This design comes from an exercise in tuning for small area on the open sky130 flow, not from production work. At most, simulation tests tie the RTL to the original design; equivalence was not proved. No driver is modelled on the clock port, so clock power and skew are understated where the tree is cut down; a real chip needs a root buffer or a tree. Power figures rest on the tool's default switching activity, not on a simulated workload.

## alpha
==> flow/design.v <==
module weather_box (
	input clk,
	input rst_n,
	output [7:0] led,
	output [9:0] lcd_ram_addr,
	output lcd_ram_en,
	input  [7:0] lcd_ram_data,
	output LCD_RS,
	output LCD_RW,
	output LCD_EN,
	output [7:0] LCD_D
	);
reg r_rst;
reg rst;
reg [15:0] r_t;
wire w_t_low0 = (r_t[14:0] == 15'd0);
wire w_t_zero = w_t_low0 & ~r_t[15];
wire w_t_fb = r_t[15] ^ r_t[13] ^ r_t[12] ^ r_t[10] ^ w_t_low0;
reg r_mode;           
reg [4:0] r_s;        
reg [1:0] r_p;        
reg [7:0] r_data;     
reg r_en;             
localparam P_E = 2'd2;  
localparam P_B = 2'd3;  
localparam P_C = 2'd0;  
localparam P_A = 2'd1;  
wire w_last = (r_s == 5'd31);
wire w_n_long = !r_mode && (r_s == 5'd10 || r_s == 5'd31);          
wire w_n_250  = (!r_mode && r_s == 5'd11) || (r_mode && r_p == P_E);
wire w_n_2000 = r_mode && r_p == P_A && w_last;
wire w_chg = !r_mode ? (r_s == 5'd10 || r_s == 5'd11 || r_s == 5'd30 || r_s == 5'd31)
                     : (r_p == P_E || ((r_p == P_A || r_p == P_C) && w_last));
wire w_pre  = w_n_long ? (r_t[0] & r_t[1] & r_t[2] & ~r_t[3] & ~r_t[4] & ~r_t[5] & ~r_t[6] & r_t[7] & ~r_t[8] & ~r_t[9] & ~r_t[10] & r_t[11] & r_t[12] & ~r_t[13] & r_t[14] & r_t[15]) : w_n_250 ? (r_t[0] & r_t[1] & ~r_t[2] & ~r_t[4] & ~r_t[7] & ~r_t[8] & r_t[13]) : w_n_2000 ? (~r_t[0] & ~r_t[2] & ~r_t[3] & ~r_t[4] & r_t[8] & ~r_t[11] & ~r_t[13] & r_t[14] & ~r_t[15]) : r_t[9];
wire w_fall = w_n_long ? (r_t[0] & ~r_t[1] & ~r_t[2] & r_t[3] & r_t[4] & ~r_t[5] & r_t[6] & ~r_t[7] & ~r_t[8] & ~r_t[9] & ~r_t[10] & ~r_t[11] & r_t[12] & ~r_t[13] & r_t[14] & ~r_t[15]) : w_n_250 ? (~r_t[2] & r_t[3] & ~r_t[5] & r_t[6] & ~r_t[13] & r_t[15]) : w_n_2000 ? (~r_t[1] & ~r_t[4] & r_t[5] & ~r_t[11] & r_t[12] & ~r_t[13] & r_t[14] & ~r_t[15]) : r_t[4];
reg r_end;             
wire w_step = r_end & ~rst;
always @(posedge clk) begin
	r_rst <= rst_n;
	if (!r_rst) begin
		rst <= 1'b1;
		r_t <= 16'h0001;
	end else if (rst && w_t_zero) begin
		rst <= 1'b0;
		r_t <= 16'h0002;
	end else if (w_step) begin
		r_t <= w_chg ? 16'h0001 : 16'h0002;
	end else begin
		r_t <= {r_t[14:0], w_t_fb};
	end
end
always @(posedge clk)
	r_end <= w_pre;
always @(posedge clk) begin
	if (rst)
		r_en <= 1'b1;
	else if (w_pre)
		r_en <= 1'b1;
	else if (w_fall)
		r_en <= 1'b0;
end
always @(posedge clk) begin
	if (rst) begin
		r_mode <= 1'b0;
		r_s <= 5'd10;
		r_p <= P_E;
	end else if (w_step) begin
		if (!r_mode) begin
			if (r_s == 5'd31)
				r_mode <= 1'b1;
			r_s <= r_s + 5'd1;
			r_p <= P_E;
		end else begin
			case (r_p)
				P_E: r_p <= P_B;
				P_A: begin r_p <= P_B; r_s <= r_s + 5'd1; end
				P_B: r_p <= P_C;
				default: r_p <= P_A;
			endcase
		end
	end
end
wire [7:0] w_rom =
	({8{r_s == 5'd11}} & 8'h01) |
	({8{r_s == 5'd12}} & 8'h38) |
	({8{r_s == 5'd13}} & 8'h0e) |
	({8{r_s == 5'd14}} & 8'h06) |
	({8{r_s == 5'd15}} & 8'h48) |
	({8{r_s == 5'd16}} & 8'h65) |
	({8{r_s == 5'd17}} & 8'h6c) |
	({8{r_s == 5'd18}} & 8'h6c) |
	({8{r_s == 5'd19}} & 8'h6f) |
	({8{r_s == 5'd20}} & 8'h20) |
	({8{r_s == 5'd21}} & 8'h77) |
	({8{r_s == 5'd22}} & 8'h6f) |
	({8{r_s == 5'd23}} & 8'h72) |
	({8{r_s == 5'd24}} & 8'h6c) |
	({8{r_s == 5'd25}} & 8'h64) |
	({8{r_s == 5'd26}} & 8'h2c) |
	({8{r_s == 5'd27}} & 8'h20) |
	({8{r_s == 5'd28}} & 8'h75) |
	({8{r_s == 5'd29}} & 8'h77) |
	({8{r_s == 5'd30}} & 8'h75);
reg [7:0] w_d;
always @(*) begin
	if (!r_mode)
		w_d = w_rom;
	else begin
		case (r_p)
			P_E: w_d = 8'h01;
			P_B: w_d = 8'h00;
			P_C: w_d = r_data;
			default: w_d = w_last ? 8'h02 : (r_s == 5'd15) ? 8'hc0 : 8'h00;
		endcase
	end
end
always @(posedge clk)
	if (w_step && r_mode && r_p == P_B)
		r_data <= lcd_ram_data;
assign LCD_D = w_d;
assign LCD_RS = r_mode ? (r_p == P_C) : (r_s >= 5'd15 && r_s <= 5'd30);
assign LCD_RW = 1'b0;
assign LCD_EN = r_en;
assign lcd_ram_en = r_mode;
assign lcd_ram_addr = {5'b00000, r_s};
reg [11:0] r_c;       
reg [7:0] r_x;        
reg [2:0] r_y;        
reg r_half;           
reg [7:0] r_v;        
reg [7:0] r_w;        
reg r_win;            
reg r_first;          
wire w_c_low0 = (r_c[10:0] == 11'd0);
wire w_tick = w_c_low0 & ~r_c[11];
wire w_c_one = w_c_low0 & r_c[11];
wire w_c_fb = r_c[11] ^ r_c[5] ^ r_c[3] ^ r_c[0] ^ w_c_low0;
wire [5:0] w_duty = r_x[7:2];
wire w_x_zero = (r_x == 8'd0);
wire w_restart = w_tick && (r_x[1:0] == 2'd0) && !w_x_zero;
always @(posedge clk) begin
	if (rst) begin
		r_x <= 8'd129;
		r_y <= 3'd0;
		r_half <= 1'b0;
		r_first <= 1'b1;
	end else begin
		if (w_tick) begin
			r_x <= w_x_zero ? 8'd131 : r_x - 8'd1;
			r_y <= (r_y == 3'd4) ? 3'd0 : r_y + 3'd1;
		end
		if (w_c_one && r_y == 3'd4)
			r_half <= ~r_half;
		if (w_restart)
			r_first <= 1'b0;
	end
	r_c <= (rst || w_tick) ? 12'hed1 : {r_c[10:0], w_c_fb};
	r_v <= (rst || w_restart || r_v == 8'd0) ? 8'd254 : r_v - 8'd1;
	r_w <= rst ? 8'h02 : {r_w[6:0], r_w[7] ^ r_w[5] ^ r_w[4] ^ r_w[3]};
	r_win <= !rst && (r_w == 8'h17 || (r_win && r_w[7:1] != 7'd0));
end
wire w_low = (r_v[7:5] == 3'd0);
wire w_v5_zero = (r_v[4:0] == 5'd0);
wire w_v_zero = w_low && w_v5_zero;
wire w_hit55 = (r_v == 8'd55);
wire w_hit0 = r_first ? (r_v == 8'd253) : w_hit55;
wire [4:0] w_d5 = w_duty[4:0];
wire [4:0] w_vd = r_v[4:0] - w_d5;
reg [5:0] r_on;
genvar i;
generate
	for (i = 0; i < 6; i = i + 1) begin : g_led
		wire set = w_low && (w_vd == ((32 - 5 * i) % 32));
		always @(posedge clk)
			r_on[i] <= !rst && w_low && !w_v5_zero && (set || r_on[i]);
		wire special = (i == 0) ? (w_d5 == 5'd0) : (w_duty == 5 * i);
		assign led[i] = r_on[i] || (special && ((i == 0) ? w_hit0 : w_hit55));
	end
endgenerate
assign led[6] = 1'b0;
assign led[7] = r_half && r_win;
endmodule
Settings: LEC_CHECK=0, CAP_MARGIN=20, CORE_MARGIN=2, CORE_UTILIZATION=40, SLEW_MARGIN=20, BUFFER_PORTS_ARGS=-buffer_cell sky130_fd_sc_hd__buf_1, CTS_ARGS=-sink_clustering_enable -repair_clock_nets -dont_use_dummy_load -root_buf sky130_fd_sc_hd__clkbuf_16 -buf_list {sky130_fd_sc_hd__clkbuf_4}; clock period 10.0 ns.
standard.sh (not shown) runs the stock make flow with config.mk's settings and CLKGATE_MAP_FILE= SYNTH_SCRIPT=/design/flow/synth_recipe.tcl, a recipe that flattens the netlist after the stock synthesis.
==> flow/flow/run.sh <==
#!/bin/bash
# Layout: the standard flow (standard.sh) with two changes to how the
# layout is built: port buffers use the smallest buffer (buf_1), and clock
# tree synthesis uses its own buffer list, without dummy loads.
set -euo pipefail
cat >> config.mk <<'CFG'
export BUFFER_PORTS_ARGS = -buffer_cell sky130_fd_sc_hd__buf_1
export CTS_ARGS = -sink_clustering_enable -repair_clock_nets -dont_use_dummy_load -root_buf sky130_fd_sc_hd__clkbuf_16 -buf_list {sky130_fd_sc_hd__clkbuf_4}
CFG
bash standard.sh > standard.log 2>&1
Inputs modified between alpha and beta:
- CTS_ARGS now -sink_clustering_enable -repair_clock_nets -dont_use_dummy_load -root_buf sky130_fd_sc_hd__clkbuf_16 -buf_list {sky130_fd_sc_hd__clkbuf_2}, was -sink_clustering_enable -repair_clock_nets -dont_use_dummy_load -root_buf sky130_fd_sc_hd__clkbuf_16 -buf_list {sky130_fd_sc_hd__clkbuf_4}
diff --git a/flow/flow/run.sh b/flow/flow/run.sh
--- a/flow/flow/run.sh
+++ b/flow/flow/run.sh
@@ -8 +8 @@
-export CTS_ARGS = -sink_clustering_enable -repair_clock_nets -dont_use_dummy_load -root_buf sky130_fd_sc_hd__clkbuf_16 -buf_list {sky130_fd_sc_hd__clkbuf_4}
+export CTS_ARGS = -sink_clustering_enable -repair_clock_nets -dont_use_dummy_load -root_buf sky130_fd_sc_hd__clkbuf_16 -buf_list {sky130_fd_sc_hd__clkbuf_2}
Findings:
On final area, beta tracks alpha almost exactly.
Comparing beta against alpha, there is no change at all in synthesized netlist cell count.
Between alpha and beta, the total of plain and repair buffers excluding clock buffers figures differ only marginally.
Re placed instance area: no difference whatsoever between beta and alpha.
No functional check of the RTL was part of any run of this note.

---

weather_box, a different RTL version from the one above (not shown whole).
Size: roughly 470 cells after synthesis, ~77 flip-flops, ~40 I/O pins, roughly 4200 um2 of cells after synthesis.
clock: 10.0 ns
lec_check: 0
cap_margin: 20
core_margin: 2
core_utilization: 40
slew_margin: 20
buffer_ports_args: -buffer_cell sky130_fd_sc_hd__buf_1
cts_args: -sink_clustering_enable -repair_clock_nets -dont_use_dummy_load -buf_list {sky130_fd_sc_hd__clkbuf_8}
post_cts_tcl: /design/flow/flow/cts_post.tcl
pre_resize_tcl: /design/flow/flow/downsize.tcl
mcts_k: 3
mcts_buf: sky130_fd_sc_hd__clkbuf_16
skip_repair_tie_fanout: 1
==> flow/flow/run.sh <==
#!/bin/bash
set -euo pipefail
cat >> config.mk <<CFG
export BUFFER_PORTS_ARGS = -buffer_cell sky130_fd_sc_hd__buf_1
export CTS_ARGS = -sink_clustering_enable -repair_clock_nets -dont_use_dummy_load -buf_list {sky130_fd_sc_hd__clkbuf_8}
export POST_CTS_TCL = $PWD/flow/cts_post.tcl
export PRE_RESIZE_TCL = $PWD/flow/downsize.tcl
export MCTS_K = 3
export MCTS_BUF = sky130_fd_sc_hd__clkbuf_16
export SKIP_REPAIR_TIE_FANOUT = 1
CFG
bash standard.sh > standard.log 2>&1
==> flow/flow/cts_post.tcl <==
# Replace the clock tree that clock_tree_synthesis built with a flat one:
# the clock port drives K leaf buffers, each placed at the centre of a
# group of register clock pins (k-means on their positions).
set K $::env(MCTS_K)
set bufname $::env(MCTS_BUF)
set block [ord::get_db_block]
set clk [$block findNet clk]
# remove the buffers CTS inserted: move their sinks back onto clk
set changed 1
while {$changed} {
  set changed 0
  foreach it [$clk getITerms] {
    set inst [$it getInst]
    if {[[$inst getMaster] isSequential]} { continue }
    set out ""
    foreach t [$inst getITerms] {
      if {[$t isOutputSignal]} { set out [$t getNet] }
    }
    if {$out eq "" || $out eq "NULL"} { continue }
    foreach s [$out getITerms] {
      if {[$s getInst] ne $inst} { $s disconnect; $s connect $clk }
    }
    foreach t [$inst getITerms] { $t disconnect }
    odb::dbInst_destroy $inst
    odb::dbNet_destroy $out
    set changed 1
    break
  }
}
set pts {}
foreach it [$clk getITerms] {
  set inst [$it getInst]
  lassign [$inst getLocation] x y
  lappend pts [list $it $x $y]
}
set n [llength $pts]
puts "manual clock tree: $n sinks"
set sorted [lsort -integer -index 1 $pts]
set cs {}
for {set k 0} {$k < $K} {incr k} {
  set p [lindex $sorted [expr {int(($k + 0.5) * $n / $K)}]]
  lappend cs [list [lindex $p 1] [lindex $p 2]]
}
for {set iter 0} {$iter < 30} {incr iter} {
  set sx [lrepeat $K 0]; set sy [lrepeat $K 0]; set cnt [lrepeat $K 0]
  set asg {}
  foreach p $pts {
    set best 0; set bd 1e18
    for {set k 0} {$k < $K} {incr k} {
      lassign [lindex $cs $k] cx cy
      set d [expr {abs([lindex $p 1] - $cx) + abs([lindex $p 2] - $cy)}]
      if {$d < $bd} { set bd $d; set best $k }
    }
    lappend asg $best
    lset sx $best [expr {[lindex $sx $best] + [lindex $p 1]}]
    lset sy $best [expr {[lindex $sy $best] + [lindex $p 2]}]
    lset cnt $best [expr {[lindex $cnt $best] + 1}]
  }
  for {set k 0} {$k < $K} {incr k} {
    if {[lindex $cnt $k] > 0} {
      lset cs $k [list [expr {[lindex $sx $k] / [lindex $cnt $k]}] [expr {[lindex $sy $k] / [lindex $cnt $k]}]]
    }
  }
}
set master [[ord::get_db] findMaster $bufname]
for {set k 0} {$k < $K} {incr k} {
  set inst [odb::dbInst_create $block $master "clkleaf_$k"]
  set net [odb::dbNet_create $block "clkleaf_net_$k"]
  $net setSigType CLOCK
  [$inst findITerm A] connect $clk
  [$inst findITerm X] connect $net
  lassign [lindex $cs $k] cx cy
  $inst setLocation [expr {int($cx)}] [expr {int($cy)}]
  $inst setPlacementStatus PLACED
  set members 0
  foreach p $pts a $asg {
    if {$a == $k} {
      set it [lindex $p 0]
      $it disconnect
      $it connect $net
      incr members
    }
  }
  puts "clkleaf_$k: $members sinks at $cx $cy"
}
detailed_placement
estimate_parasitics -placement
report_check_types -max_slew -max_capacitance -violators
report_clock_skew
==> flow/flow/downsize.tcl <==
# Before repair_design: give every combinational cell the smallest drive
# strength of its kind (timing has ample slack); repair_design then fixes
# any slew or capacitance limit this breaks.
set db [ord::get_db]
set n 0
foreach inst [[ord::get_db_block] getInsts] {
  set m [$inst getMaster]
  set name [$m getName]
  if {[$m isSequential]} { continue }
  if {![regexp {^(sky130_fd_sc_hd__[a-z0-9]+)_([0-9]+)$} $name -> base drv]} { continue }
  if {$drv <= 1} { continue }
  if {[string match *clkbuf* $base] || [string match *conb* $base]} { continue }
  foreach k {0 1 2} {
    if {$k >= $drv} { break }
    set nm [$db findMaster ${base}_$k]
    if {$nm ne "NULL" && $nm ne ""} {
      $inst swapMaster $nm
      incr n
      break
    }
  }
}
puts "downsized $n cells"
Rerun with:
--- a/flow/flow/run.sh
+++ b/flow/flow/run.sh
@@ -8,3 +8,3 @@
 export MCTS_K = 3
-export MCTS_BUF = sky130_fd_sc_hd__clkbuf_16
+export MCTS_BUF = sky130_fd_sc_hd__buf_12
 export SKIP_REPAIR_TIE_FANOUT = 1
--- a/flow/flow/cts_post.tcl
+++ b/flow/flow/cts_post.tcl
@@ -2,3 +2,3 @@
 # the clock port drives K leaf buffers, each placed at the centre of a
-# group of register clock pins (k-means on their positions).
+# group of register clock pins (groups of equal size, cut at coordinates).
 set K $::env(MCTS_K)
@@ -37,29 +37,26 @@
 puts "manual clock tree: $n sinks"
-set sorted [lsort -integer -index 1 $pts]
+# balanced groups: cut the registers at a coordinate (alternately x and
+# y) into two parts sized in proportion to the groups each part gets,
+# until there are K groups
+proc split_groups {pts k axis} {
+  if {$k <= 1} { return [list $pts] }
+  set k1 [expr {$k / 2}]
+  set s [lsort -integer -index $axis $pts]
+  set h [expr {([llength $s] * $k1 + $k / 2) / $k}]
+  set nax [expr {$axis == 1 ? 2 : 1}]
+  return [concat [split_groups [lrange $s 0 [expr {$h - 1}]] $k1 $nax] \
+                 [split_groups [lrange $s $h end] [expr {$k - $k1}] $nax]]
+}
+set groups [split_groups $pts $K 1]
 set cs {}
-for {set k 0} {$k < $K} {incr k} {
-  set p [lindex $sorted [expr {int(($k + 0.5) * $n / $K)}]]
-  lappend cs [list [lindex $p 1] [lindex $p 2]]
+set asg {}
+set gi 0
+set newpts {}
+foreach g $groups {
+  set sx 0; set sy 0
+  foreach p $g { set sx [expr {$sx + [lindex $p 1]}]; set sy [expr {$sy + [lindex $p 2]}]; lappend newpts $p; lappend asg $gi }
+  lappend cs [list [expr {$sx / [llength $g]}] [expr {$sy / [llength $g]}]]
+  incr gi
 }
-for {set iter 0} {$iter < 30} {incr iter} {
-  set sx [lrepeat $K 0]; set sy [lrepeat $K 0]; set cnt [lrepeat $K 0]
-  set asg {}
-  foreach p $pts {
-    set best 0; set bd 1e18
-    for {set k 0} {$k < $K} {incr k} {
-      lassign [lindex $cs $k] cx cy
-      set d [expr {abs([lindex $p 1] - $cx) + abs([lindex $p 2] - $cy)}]
-      if {$d < $bd} { set bd $d; set best $k }
-    }
-    lappend asg $best
-    lset sx $best [expr {[lindex $sx $best] + [lindex $p 1]}]
-    lset sy $best [expr {[lindex $sy $best] + [lindex $p 2]}]
-    lset cnt $best [expr {[lindex $cnt $best] + 1}]
-  }
-  for {set k 0} {$k < $K} {incr k} {
-    if {[lindex $cnt $k] > 0} {
-      lset cs $k [list [expr {[lindex $sx $k] / [lindex $cnt $k]}] [expr {[lindex $sy $k] / [lindex $cnt $k]}]]
-    }
-  }
-}
+set pts $newpts
 set master [[ord::get_db] findMaster $bufname]
--- a/flow/config.mk
+++ b/flow/config.mk
@@ -16,3 +16,3 @@
 export MCTS_K = 3
-export MCTS_BUF = sky130_fd_sc_hd__clkbuf_16
+export MCTS_BUF = sky130_fd_sc_hd__buf_12
 export SKIP_REPAIR_TIE_FANOUT = 1
The new run produced a clean layout; final cell count is unchanged; critical path depth is unchanged; via count goes down by 0.92%; area after synthesis is unchanged.
Rerun with:
--- a/flow/flow/run.sh
+++ b/flow/flow/run.sh
@@ -1,2 +1,13 @@
 #!/bin/bash
+# Layout: the standard flow (standard.sh; its make output goes to
+# standard.log and each ORFS step logs under orfs/logs), with these changes
+# to how the layout is built:
+#  - the port buffers use the smallest buffer (buf_1);
+#  - before repair_design, flow/downsize.tcl gives each combinational cell
+#    the smallest drive strength of its kind (repair_design fixes any limit
+#    this breaks);
+#  - after clock tree synthesis, flow/cts_post.tcl replaces the tree with
+#    the clock port driving 3 leaf buffers (sky130_fd_sc_hd__buf_12), each feeding one group of
+#    nearby registers (groups of equal size, cut at coordinates);
+#  - one tie cell drives all the constant outputs.
 set -euo pipefail
@@ -5,4 +16,4 @@
 export CTS_ARGS = -sink_clustering_enable -repair_clock_nets -dont_use_dummy_load -buf_list {sky130_fd_sc_hd__clkbuf_8}
+export PRE_RESIZE_TCL = $PWD/flow/downsize.tcl
 export POST_CTS_TCL = $PWD/flow/cts_post.tcl
-export PRE_RESIZE_TCL = $PWD/flow/downsize.tcl
 export MCTS_K = 3
==> flow/flow/downsize.tcl (replaced) <==
# Before repair_design: give every combinational cell the smallest-area
# drive strength of its kind (timing has ample slack); repair_design then
# fixes any slew or capacitance limit this breaks.
set db [ord::get_db]
set n 0
foreach inst [[ord::get_db_block] getInsts] {
  set m [$inst getMaster]
  set name [$m getName]
  if {[$m isSequential]} { continue }
  if {![regexp {^(sky130_fd_sc_hd__[a-z0-9]+)_([0-9]+)$} $name -> base drv]} { continue }
  if {[string match *clkbuf* $base] || [string match *conb* $base]} { continue }
  set best $m
  set barea [expr {[$m getWidth] * [$m getHeight]}]
  foreach k {0 1 2} {
    if {$k >= $drv} { break }
    set nm [$db findMaster ${base}_$k]
    if {$nm eq "NULL" || $nm eq ""} { continue }
    set a [expr {[$nm getWidth] * [$nm getHeight]}]
    if {$a < $barea} { set best $nm; set barea $a }
  }
  if {$best ne $m} {
    $inst swapMaster $best
    incr n
  }
}
puts "downsized $n cells"
--- a/flow/config.mk
+++ b/flow/config.mk
@@ -13,4 +13,4 @@
 export CTS_ARGS = -sink_clustering_enable -repair_clock_nets -dont_use_dummy_load -buf_list {sky130_fd_sc_hd__clkbuf_8}
+export PRE_RESIZE_TCL = /design/flow/flow/downsize.tcl
 export POST_CTS_TCL = /design/flow/flow/cts_post.tcl
-export PRE_RESIZE_TCL = /design/flow/flow/downsize.tcl
 export MCTS_K = 3
- power barely changes
- register-to-register slack hardly moves
- routed wire length goes up slightly
Rerun with:
==> flow/flow/run.sh (replaced) <==
#!/bin/bash
set -euo pipefail
cat >> config.mk <<CFG
export BUFFER_PORTS_ARGS = -buffer_cell sky130_fd_sc_hd__buf_1
export CTS_ARGS = -sink_clustering_enable -repair_clock_nets -dont_use_dummy_load -buf_list {sky130_fd_sc_hd__clkbuf_8}
export POST_CTS_TCL = $PWD/flow/cts_post.tcl
export PRE_RESIZE_TCL = $PWD/flow/downsize.tcl
export MCTS_K = 3
export MCTS_BUF = sky130_fd_sc_hd__clkbuf_16
export SKIP_REPAIR_TIE_FANOUT = 1
CFG
bash standard.sh > standard.log 2>&1
==> flow/flow/downsize.tcl (replaced) <==
# Before repair_design: give every combinational cell the smallest drive
# strength of its kind (timing has ample slack); repair_design then fixes
# any slew or capacitance limit this breaks.
set db [ord::get_db]
set n 0
foreach inst [[ord::get_db_block] getInsts] {
  set m [$inst getMaster]
  set name [$m getName]
  if {[$m isSequential]} { continue }
  if {![regexp {^(sky130_fd_sc_hd__[a-z0-9]+)_([0-9]+)$} $name -> base drv]} { continue }
  if {$drv <= 1} { continue }
  if {[string match *clkbuf* $base] || [string match *conb* $base]} { continue }
  foreach k {0 1 2} {
    if {$k >= $drv} { break }
    set nm [$db findMaster ${base}_$k]
    if {$nm ne "NULL" && $nm ne ""} {
      $inst swapMaster $nm
      incr n
      break
    }
  }
}
puts "downsized $n cells"
--- a/flow/config.mk
+++ b/flow/config.mk
@@ -13,6 +13,6 @@
 export CTS_ARGS = -sink_clustering_enable -repair_clock_nets -dont_use_dummy_load -buf_list {sky130_fd_sc_hd__clkbuf_8}
+export POST_CTS_TCL = /design/flow/flow/cts_post.tcl
 export PRE_RESIZE_TCL = /design/flow/flow/downsize.tcl
-export POST_CTS_TCL = /design/flow/flow/cts_post.tcl
 export MCTS_K = 3
-export MCTS_BUF = sky130_fd_sc_hd__buf_12
+export MCTS_BUF = sky130_fd_sc_hd__clkbuf_16
 export SKIP_REPAIR_TIE_FANOUT = 1
What happened: Clock skew is about the same. Die area does not change. Maximum frequency goes up by 1.5%. Synthesized cell count does not change.
Rerun with:
--- a/flow/flow/run.sh
+++ b/flow/flow/run.sh
@@ -1,2 +1,13 @@
 #!/bin/bash
+# Layout: the standard flow (standard.sh; its make output goes to
+# standard.log and each ORFS step logs under orfs/logs), with these changes
+# to how the layout is built:
+#  - the port buffers use the smallest buffer (buf_1);
+#  - before repair_design, flow/downsize.tcl gives each combinational cell
+#    the smallest drive strength of its kind (repair_design fixes any limit
+#    this breaks);
+#  - after clock tree synthesis, flow/cts_post.tcl replaces the tree with
+#    the clock port driving 3 leaf buffers (sky130_fd_sc_hd__clkbuf_16), each feeding one group of
+#    nearby registers (groups of equal size, cut at coordinates);
+#  - one tie cell drives all the constant outputs.
 set -euo pipefail
@@ -5,4 +16,4 @@
 export CTS_ARGS = -sink_clustering_enable -repair_clock_nets -dont_use_dummy_load -buf_list {sky130_fd_sc_hd__clkbuf_8}
+export PRE_RESIZE_TCL = $PWD/flow/downsize.tcl
 export POST_CTS_TCL = $PWD/flow/cts_post.tcl
-export PRE_RESIZE_TCL = $PWD/flow/downsize.tcl
 export MCTS_K = 3
--- a/flow/config.mk
+++ b/flow/config.mk
@@ -13,4 +13,4 @@
 export CTS_ARGS = -sink_clustering_enable -repair_clock_nets -dont_use_dummy_load -buf_list {sky130_fd_sc_hd__clkbuf_8}
+export PRE_RESIZE_TCL = /design/flow/flow/downsize.tcl
 export POST_CTS_TCL = /design/flow/flow/cts_post.tcl
-export PRE_RESIZE_TCL = /design/flow/flow/downsize.tcl
 export MCTS_K = 3
Synthesized area is unchanged.
Setup slack does not change.
Routed wire length is unchanged.
Power stays the same.
Sequential power hardly moves.
In every run of this note, the design's own scripts or RTL, not TritonCTS, make the clock network.

[re-timing with driven ports]
In the flow no input, the clock included, has a driving cell. The finished layouts below were timed again as built, in two steps. Step 1 sets driving cells, clkbuf_16 on the clock port and buf_2 on the other inputs (assumed; they add their load-dependent delay and slew). Step 2 adds t to the input delays and takes it off the output delays; t is the mean of the earliest and latest rising clock arrival at the registers after step 1. Input paths then give back, and output paths get back, about the clock's delay inside the block. a / b / c = ideal ports / drivers / drivers and shift; a / b = the first two.
run | t, ns | setup slack, ns | worst setup path at the end
alpha | 0.360 | 5.436 / 5.400 / 5.760 | register to output
beta | 0.360 | 5.436 / 5.400 / 5.760 | register to output
the first run of note 2 | 0.224 | 5.257 / 5.191 / 5.414 | register to output
the second run of note 2 | 0.198 | 5.280 / 5.213 / 5.411 | register to output
the third run of note 2 | 0.200 | 5.171 / 5.102 / 5.301 | register to output
the fourth run of note 2 | 0.218 | 5.242 / 5.181 / 5.399 | register to output
the fifth run of note 2 | 0.218 | 5.242 / 5.181 / 5.399 | register to output
After both steps every run listed still meets setup and hold.
